Context: an optimization exercise on an open-source flow, tuned for small area. The choices shown serve that exercise and are no tape-out recipe. No activity file was given, so power comes from the tool's default toggle rates.

==> nickel <==
==> flow/design.v <==
module UART_Data_Processor(
    input clk,
    input rst,
    input rx_pin_in,
    input  wire        MISO,
    output wire        MOSI,
    output wire        SPI_CLK,
    output wire        CS_n,
    output [7:0] seg7
);
    function [2:0] inc3(input [2:0] x);
        inc3 = x ^ {&x[1:0], x[0], 1'b1};
    endfunction
    function [5:0] inc6(input [5:0] x);
        inc6 = x ^ {&x[4:0], &x[3:0], &x[2:0], &x[1:0], x[0], 1'b1};
    endfunction
    function [3:0] inc4(input [3:0] x);
        inc4 = x ^ {&x[2:0], &x[1:0], x[0], 1'b1};
    endfunction
    reg pin_pre;
    always @(posedge clk or posedge rst)
        if (rst) pin_pre <= 1'b0;
        else     pin_pre <= rx_pin_in;
    wire h2l = ~rx_pin_in & pin_pre;
    localparam [3:0] IDLE = 4'd0, DONE = 4'd1, BFREE = 4'd2, FINISH = 4'd3,
                     END = 4'd6, BEGIN = 4'd7, DATA0 = 4'd8;
    reg [3:0] pos;
    reg       cnt1;        
    reg [7:0] rxd;
    wire band = pos[3] | (pos[2:1] == 2'b11);
    wire done = (pos == DONE);
    reg [13:0] bcnt;
    reg        bps;
    wire       bend = (bcnt == 14'd13817);
    always @(posedge clk) begin
        if (!band) bcnt <= 14'd12864;
        else       bcnt <= {bcnt[12:0], ~(bcnt[0] ^ bcnt[1] ^ bcnt[13]) ^ bend};
        bps <= band & bend;
    end
    always @(posedge clk or posedge rst)
        if (rst) begin
            pos  <= IDLE;
            cnt1 <= 1'b0;
        end else if (pos[3]) begin
            if (bps) pos <= (pos[2:0] == 3'd7) ? END : {1'b1, inc3(pos[2:0])};
        end else begin
            case (pos[2:0])
                IDLE[2:0], DONE[2:0]:
                    if (h2l) pos <= BEGIN;
                BEGIN[2:0]:
                    if (bps) pos <= rx_pin_in ? IDLE : DATA0;
                END[2:0]:
                    if (bps) pos <= BFREE;
                BFREE[2:0]:
                    if (!cnt1 && rxd != 8'h52) pos <= IDLE;
                    else begin
                        pos  <= FINISH;
                        cnt1 <= ~cnt1;
                    end
                FINISH[2:0]:
                    pos <= cnt1 ? IDLE : DONE;
                default: ;
            endcase
        end
    always @(posedge clk)
        if (pos[3] && bps) rxd <= {rx_pin_in, rxd[7:1]};
    function [3:0] amap(input [7:0] b);
        case (b[7:4])
            4'h3: amap = (b[3] & (b[2] | b[1])) ? 4'hE : b[3:0];
            4'h4:
                case (b[3:0])
                    4'h1: amap = 4'hA;
                    4'h2: amap = 4'hB;
                    4'h3: amap = 4'hC;
                    4'h4: amap = 4'hD;
                    4'h6: amap = 4'hF;
                    default: amap = 4'hE;
                endcase
            default: amap = 4'hE;
        endcase
    endfunction
    reg [1:0] bc;
    reg [9:0] ccnt;
    reg       sr;          
    reg [3:0] cb2;         
    reg [3:0] aoff;        
    wire      we = (bc == 2'd2);    
    localparam [9:0] CEND = 10'd832;    
    wire       cend = (ccnt == CEND);
    always @(posedge clk or posedge rst)
        if (rst) begin
            bc   <= 2'd0;
            sr   <= 1'b0;
            cb2  <= 4'hE;
        end else if (done) begin
            case (bc)
                2'd0: bc <= 2'd1;
                2'd1: begin
                    cb2 <= amap(rxd);
                    bc  <= 2'd2;
                end
                2'd2: begin
                    sr <= 1'b1;
                    if (cend) bc <= 2'd3;
                end
                2'd3: begin
                    sr <= 1'b0;
                    if (cend) bc <= 2'd0;
                end
            endcase
        end
    always @(posedge clk or posedge rst)
        if (rst) ccnt <= 10'd641;
        else if (done && bc[1]) ccnt <= {ccnt[8:0], ~(ccnt[2] ^ ccnt[9]) ^ cend};
    always @(posedge clk)
        if (done && bc == 2'd1) aoff <= cb2;
    reg [6:0] scnt;
    wire spclk = (scnt == 7'd1);
    wire e1    = (scnt == 7'd3);
    wire e124  = (scnt == 7'd32);
    wire e125  = (scnt == 7'd64);
    always @(posedge clk or posedge rst)
        if (rst) scnt <= 7'd120;
        else     scnt <= {scnt[5:0], ~(scnt[5] ^ scnt[6]) ^ e125};
    assign SPI_CLK = spclk;
    reg sra, srb;
    always @(posedge clk or posedge rst)
        if (rst)       sra <= 1'b0;
        else if (e124) sra <= sr;
    always @(posedge clk)
        if (e124) srb <= sra;
    reg [5:0] p;
    reg re_d, cs_d, mosi_d, hi_first, hi_en, lo_en, p_last;
    always @(*) begin
        re_d = 1'b0; cs_d = 1'b0; mosi_d = 1'b0;
        hi_first = 1'b0; hi_en = 1'b0; lo_en = 1'b0; p_last = 1'b0;
        case (p)
            6'd2, 6'd3, 6'd4, 6'd5, 6'd6, 6'd7: begin re_d = 1'b1; cs_d = 1'b1; end
            6'd8: begin re_d = 1'b1; cs_d = 1'b1; mosi_d = 1'b1; end
            6'd9: begin cs_d = 1'b1; mosi_d = 1'b1; end
            6'd30: begin cs_d = 1'b1; mosi_d = rdat[3]; end
            6'd31: begin cs_d = 1'b1; mosi_d = rdat[2]; end
            6'd32: begin cs_d = 1'b1; mosi_d = rdat[1]; end
            6'd33: begin cs_d = 1'b1; mosi_d = rdat[0]; end
            6'd34: begin cs_d = 1'b1; hi_first = 1'b1; end
            6'd35, 6'd36, 6'd37: begin cs_d = 1'b1; hi_en = 1'b1; end
            6'd38, 6'd39, 6'd40, 6'd41: begin cs_d = 1'b1; lo_en = 1'b1; end
            6'd42: p_last = 1'b1;
            6'd0, 6'd1: ;
            default: cs_d = 1'b1;    
        endcase
    end
    always @(posedge clk or posedge rst)
        if (rst) p <= 6'd0;
        else if (spclk) begin
            if (p == 6'd0) begin
                if (srb) p <= 6'd1;
            end else if (p_last) p <= 6'd0;
            else p <= inc6(p);
        end
    wire re = re_d;
    assign CS_n = ~cs_d;
    reg [3:0] rdat;
    assign MOSI = mosi_d;
    reg       hi;
    reg [3:0] lo;
    always @(posedge clk)
        if (spclk) begin
            if (hi_first) hi <= MISO;
            else if (hi_en) hi <= hi | MISO;
            if (lo_en) lo <= {lo[2:0], MISO};
        end
    reg [3:0] dout;
    always @(posedge clk or posedge rst)
        if (rst) dout <= 4'd0;
        else if (spclk && p_last) dout <= hi ? 4'hE : lo;
    reg [3:0] mem [0:7];
    reg [3:0] wa, ra, s3, x1, x2;
    reg       rinc;        
    reg       full, empty;
    wire [3:0] wnext = (we && !full) ? inc4(wa) : wa;
    always @(posedge clk or posedge rst)
        if (rst) begin
            wa   <= 4'd0;
            full <= 1'b0;
        end else begin
            wa   <= wnext;
            full <= (wnext == (s3 ^ 4'b1000));
        end
    always @(posedge clk)
        if (we) mem[wa[2:0]] <= aoff;
    wire [3:0] ra1  = inc4(ra);
    wire       rgo  = re && !empty;
    always @(posedge clk or posedge rst)
        if (rst) begin
            empty <= 1'b1;
            x1    <= 4'd0;
            x2    <= 4'd0;
        end else if (e124) begin
            empty <= (x2 == (rgo ? ra1 : ra));
            x1    <= wa;
            x2    <= x1;
        end
    always @(posedge clk)
        if (e124) rinc <= rgo;
    always @(posedge clk or posedge rst)
        if (rst) begin
            ra <= 4'd0;
            s3 <= 4'd0;
        end else if (e1) begin
            s3 <= ra;
            if (rinc) ra <= ra1;
        end
    always @(posedge clk)
        if (e125 && re) rdat <= mem[ra[2:0]];
    reg [7:0] seg;
    always @(*)
        case (dout)
            4'h0: seg = 8'b00000011;
            4'h1: seg = 8'b10011111;
            4'h2: seg = 8'b00100101;
            4'h3: seg = 8'b00001101;
            4'h4: seg = 8'b10011001;
            4'h5: seg = 8'b01001001;
            4'h6: seg = 8'b01000001;
            4'h7: seg = 8'b00011111;
            4'h8: seg = 8'b00000001;
            4'h9: seg = 8'b00001001;
            4'hA: seg = 8'b00010001;
            4'hB: seg = 8'b11000001;
            4'hC: seg = 8'b11100101;
            4'hD: seg = 8'b10000101;
            4'hE: seg = 8'b01100001;
            default: seg = 8'b01110001;
        endcase
    assign seg7 = rst ? 8'h00 : seg;
endmodule
==> flow/flow/run.sh <==
#!/bin/bash
# Standard ORFS layout with tuned clock-tree and port-buffer options.
set -euo pipefail
export CTS_ARGS="-sink_clustering_enable -repair_clock_nets -dont_use_dummy_load -buf_list {sky130_fd_sc_hd__clkbuf_4} -sink_clustering_size 20 -sink_clustering_max_diameter 40"
export BUFFER_PORTS_ARGS="-buffer_cell sky130_fd_sc_hd__buf_1"
bash standard.sh > standard.log 2>&1
==> flow/standard.sh <==
#!/bin/bash
# synth_recipe.tcl (not shown) runs the flow's synth.tcl, then flattens the netlist and writes it again
# the make line also repeats each setting of config.mk as NAME=value (left out here)
make -C /OpenROAD-flow-scripts/flow DESIGN_CONFIG=/design/flow/config.mk WORK_HOME=/design/flow/orfs CLKGATE_MAP_FILE= SYNTH_SCRIPT=/design/flow/synth_recipe.tcl "${@:-finish}"
==> flow/config.mk <==
export PLATFORM = sky130hd
export DESIGN_NAME = UART_Data_Processor
export DESIGN_NICKNAME = UART_Data_Processor
export VERILOG_FILES = /design/flow/design.v
export SDC_FILE = /design/flow/constraint.sdc
export NUM_CORES = 4
export LEC_CHECK = 0
export CAP_MARGIN = 20
export CORE_MARGIN = 2
export CORE_UTILIZATION = 65
export PLACE_DENSITY = 0.75
export SLEW_MARGIN = 20
==> flow/constraint.sdc <==
create_clock -name core_clock -period 8.0 [get_ports {clk}]
set_input_delay 1.6000 -clock core_clock [delete_from_list [all_inputs] [get_ports {clk}]]
set_output_delay 1.6000 -clock core_clock [all_outputs]
set_load 0.01 [all_outputs]
==> maple (differences from nickel) <==
--- a/flow/design.v
+++ b/flow/design.v
@@ -24,20 +24,27 @@
     wire h2l = ~rx_pin_in & pin_pre;
-    localparam [3:0] IDLE = 4'd0, DONE = 4'd1, BFREE = 4'd2, FINISH = 4'd3,
-                     END = 4'd6, BEGIN = 4'd7, DATA0 = 4'd8;
+    reg        band;
+    reg [13:0] bcnt;
+    reg        bps;
+    always @(posedge clk)
+        if (!band) begin
+            bcnt <= 14'd15646;
+            bps  <= 1'b0;
+        end else if (bcnt == 14'd15665) begin
+            bcnt <= 14'd0;
+            bps  <= 1'b1;
+        end else begin
+            bcnt <= {bcnt[12:0], ~(bcnt[0] ^ bcnt[1] ^ bcnt[13])};
+            bps  <= 1'b0;
+        end
+    localparam [3:0] IDLE = 4'd0, BEGIN = 4'd1, END = 4'd2, BFREE = 4'd3,
+                     FINISH = 4'd4, DATA0 = 4'd8;
     reg [3:0] pos;
+    reg       done;
     reg       cnt1;        
     reg [7:0] rxd;
-    wire band = pos[3] | (pos[2:1] == 2'b11);
-    wire done = (pos == DONE);
-    reg [13:0] bcnt;
-    reg        bps;
-    wire       bend = (bcnt == 14'd13817);
-    always @(posedge clk) begin
-        if (!band) bcnt <= 14'd12864;
-        else       bcnt <= {bcnt[12:0], ~(bcnt[0] ^ bcnt[1] ^ bcnt[13]) ^ bend};
-        bps <= band & bend;
-    end
-    always @(posedge clk or posedge rst)
-        if (rst) begin
+    always @(posedge clk or posedge rst)
+        if (rst) begin
+            band <= 1'b0;
             pos  <= IDLE;
+            done <= 1'b0;
             cnt1 <= 1'b0;
@@ -47,8 +54,21 @@
             case (pos[2:0])
-                IDLE[2:0], DONE[2:0]:
-                    if (h2l) pos <= BEGIN;
+                IDLE[2:0]:
+                    if (h2l) begin
+                        done <= 1'b0;
+                        band <= 1'b1;
+                        pos  <= BEGIN;
+                    end
                 BEGIN[2:0]:
-                    if (bps) pos <= rx_pin_in ? IDLE : DATA0;
+                    if (bps) begin
+                        if (!rx_pin_in) pos <= DATA0;
+                        else begin
+                            band <= 1'b0;
+                            pos  <= IDLE;
+                        end
+                    end
                 END[2:0]:
-                    if (bps) pos <= BFREE;
+                    if (bps) begin
+                        band <= 1'b0;
+                        pos  <= BFREE;
+                    end
                 BFREE[2:0]:
@@ -59,4 +79,6 @@
                     end
-                FINISH[2:0]:
-                    pos <= cnt1 ? IDLE : DONE;
+                FINISH[2:0]: begin
+                    if (!cnt1) done <= 1'b1;
+                    pos <= IDLE;
+                end
                 default: ;
@@ -87,4 +109,4 @@
     wire      we = (bc == 2'd2);    
-    localparam [9:0] CEND = 10'd832;    
-    wire       cend = (ccnt == CEND);
+    localparam [9:0] CEND = 10'd611;    
+    wire [9:0] cstep = {ccnt[8:0], ~(ccnt[2] ^ ccnt[9])};
     always @(posedge clk or posedge rst)
@@ -92,2 +114,3 @@
             bc   <= 2'd0;
+            ccnt <= 10'd0;
             sr   <= 1'b0;
@@ -103,3 +126,7 @@
                     sr <= 1'b1;
-                    if (cend) bc <= 2'd3;
+                    if (ccnt == CEND) begin
+                        ccnt <= 10'd0;
+                        bc   <= 2'd3;
+                    end else
+                        ccnt <= cstep;
                 end
@@ -107,3 +134,7 @@
                     sr <= 1'b0;
-                    if (cend) bc <= 2'd0;
+                    if (ccnt == CEND) begin
+                        ccnt <= 10'd0;
+                        bc   <= 2'd0;
+                    end else
+                        ccnt <= cstep;
                 end
@@ -111,5 +142,2 @@
         end
-    always @(posedge clk or posedge rst)
-        if (rst) ccnt <= 10'd641;
-        else if (done && bc[1]) ccnt <= {ccnt[8:0], ~(ccnt[2] ^ ccnt[9]) ^ cend};
     always @(posedge clk)
@@ -117,9 +145,10 @@
     reg [6:0] scnt;
-    wire spclk = (scnt == 7'd1);
-    wire e1    = (scnt == 7'd3);
-    wire e124  = (scnt == 7'd32);
-    wire e125  = (scnt == 7'd64);
-    always @(posedge clk or posedge rst)
-        if (rst) scnt <= 7'd120;
-        else     scnt <= {scnt[5:0], ~(scnt[5] ^ scnt[6]) ^ e125};
+    always @(posedge clk or posedge rst)
+        if (rst)                scnt <= 7'd60;
+        else if (scnt == 7'd32) scnt <= 7'd0;
+        else                    scnt <= {scnt[5:0], ~(scnt[5] ^ scnt[6])};
+    wire spclk = (scnt == 7'd0);
+    wire e1    = (scnt == 7'd1);
+    wire e124  = (scnt == 7'd80);
+    wire e125  = (scnt == 7'd32);
     assign SPI_CLK = spclk;
@@ -177,4 +206,3 @@
     reg [3:0] mem [0:7];
-    reg [3:0] wa, ra, s3, x1, x2;
-    reg       rinc;        
+    reg [3:0] wa, ra, s1, s3, x1, x2;
     reg       full, empty;
@@ -191,6 +219,6 @@
         if (we) mem[wa[2:0]] <= aoff;
-    wire [3:0] ra1  = inc4(ra);
-    wire       rgo  = re && !empty;
-    always @(posedge clk or posedge rst)
-        if (rst) begin
+    wire [3:0] rnext = (re && !empty) ? inc4(ra) : ra;
+    always @(posedge clk or posedge rst)
+        if (rst) begin
+            ra    <= 4'd0;
             empty <= 1'b1;
@@ -199,3 +227,4 @@
         end else if (e124) begin
-            empty <= (x2 == (rgo ? ra1 : ra));
+            ra    <= rnext;
+            empty <= (x2 == rnext);
             x1    <= wa;
@@ -204,13 +233,8 @@
     always @(posedge clk)
-        if (e124) rinc <= rgo;
-    always @(posedge clk or posedge rst)
-        if (rst) begin
-            ra <= 4'd0;
-            s3 <= 4'd0;
-        end else if (e1) begin
-            s3 <= ra;
-            if (rinc) ra <= ra1;
-        end
-    always @(posedge clk)
-        if (e125 && re) rdat <= mem[ra[2:0]];
+        if (e124) s1 <= ra;
+    always @(posedge clk or posedge rst)
+        if (rst)     s3 <= 4'd0;
+        else if (e1) s3 <= s1;
+    always @(posedge clk)
+        if (e125 && re) rdat <= mem[s1[2:0]];
     reg [7:0] seg;
==> flow/flow/run.sh (replaced) <==
#!/bin/bash
# Standard ORFS layout with tuned clock-tree and port-buffer options.
set -euo pipefail
export CTS_ARGS="-sink_clustering_enable -repair_clock_nets -dont_use_dummy_load -buf_list {sky130_fd_sc_hd__clkbuf_4} -sink_clustering_size 20 -sink_clustering_max_diameter 60"
export BUFFER_PORTS_ARGS="-buffer_cell sky130_fd_sc_hd__buf_1"
bash standard.sh > standard.log 2>&1
Settings changed: CORE_UTILIZATION 65 to 40, PLACE_DENSITY 0.75 to unset.
==> comparison table <==
Clk sink count: nickel 133; maple 138
Number of standard-cell rows in the floorplan: nickel 35; maple 45
HPWL after detailed placement: nickel 6737 microns; maple 7033 microns
Number of violations reported at the end of detailed-routing iteration 0: nickel 160; maple 132
Vias post-DR: nickel 3673; maple 3629
Post-Synth XOR/XNOR Area: nickel 0.02341; maple 0.02571
Status: nickel finished clean; maple finished clean
Most common library cell in the layout ignoring fill and taps: nickel sky130_fd_sc_hd__nand2_1; maple sky130_fd_sc_hd__edfxtp_1
Hold-critical path endpoint: nickel scnt[5]$_DFF_PP1_; maple scnt[3]$_DFF_PP1_
IR Drop Worst-Case VDD: nickel 0.1439 mV; maple 0.09681 mV
Post-Layout Inst Area: nickel 6256 sq um; maple 6471 sq um
Overall global routing resource usage: nickel 0.2200; maple 0.1384
Final total power: nickel 0.001367 W; maple 0.001043 W
Hold Crit Start: nickel scnt[4]$_DFF_PP1_; maple scnt[2]$_DFF_PP1_
Insertion delay of the later-clocked pin in the worst-skew pair: nickel 0.51 ns; maple 0.54 ns
Ratio of routed vias to standard cells: nickel 5.867; maple 5.229
Post-synthesis cell type count: nickel 57; maple 52
No run of this note included a check of the RTL's function; only the layout flow was run.

==> re-timing with driven ports <==
In the flow no input, the clock included, has a driving cell. The finished layouts below were timed again as built, in two steps.
Step 1 assumes that a clkbuf_16 drives the clock port and a buf_2 every other input.
Step 2 times the ports against the registers' clock, not the clock port: input delays grow and output delays shrink by t, the midpoint of the rising clock arrivals with the driver on.
Three values: ideal ports, drivers, drivers and shift; two values: the first two.
run	t (ns)	slack for setup (ns)	latest minus earliest clock arrival (ns)	slew at the worst register clock pin (ns)
nickel	0.520	3.694 / 3.674 / 3.674	0.044 / 0.043	0.12 / 0.12
maple	0.545	3.569 / 3.549 / 3.549	0.050 / 0.050	0.13 / 0.13
After both steps every run listed still meets setup and hold.
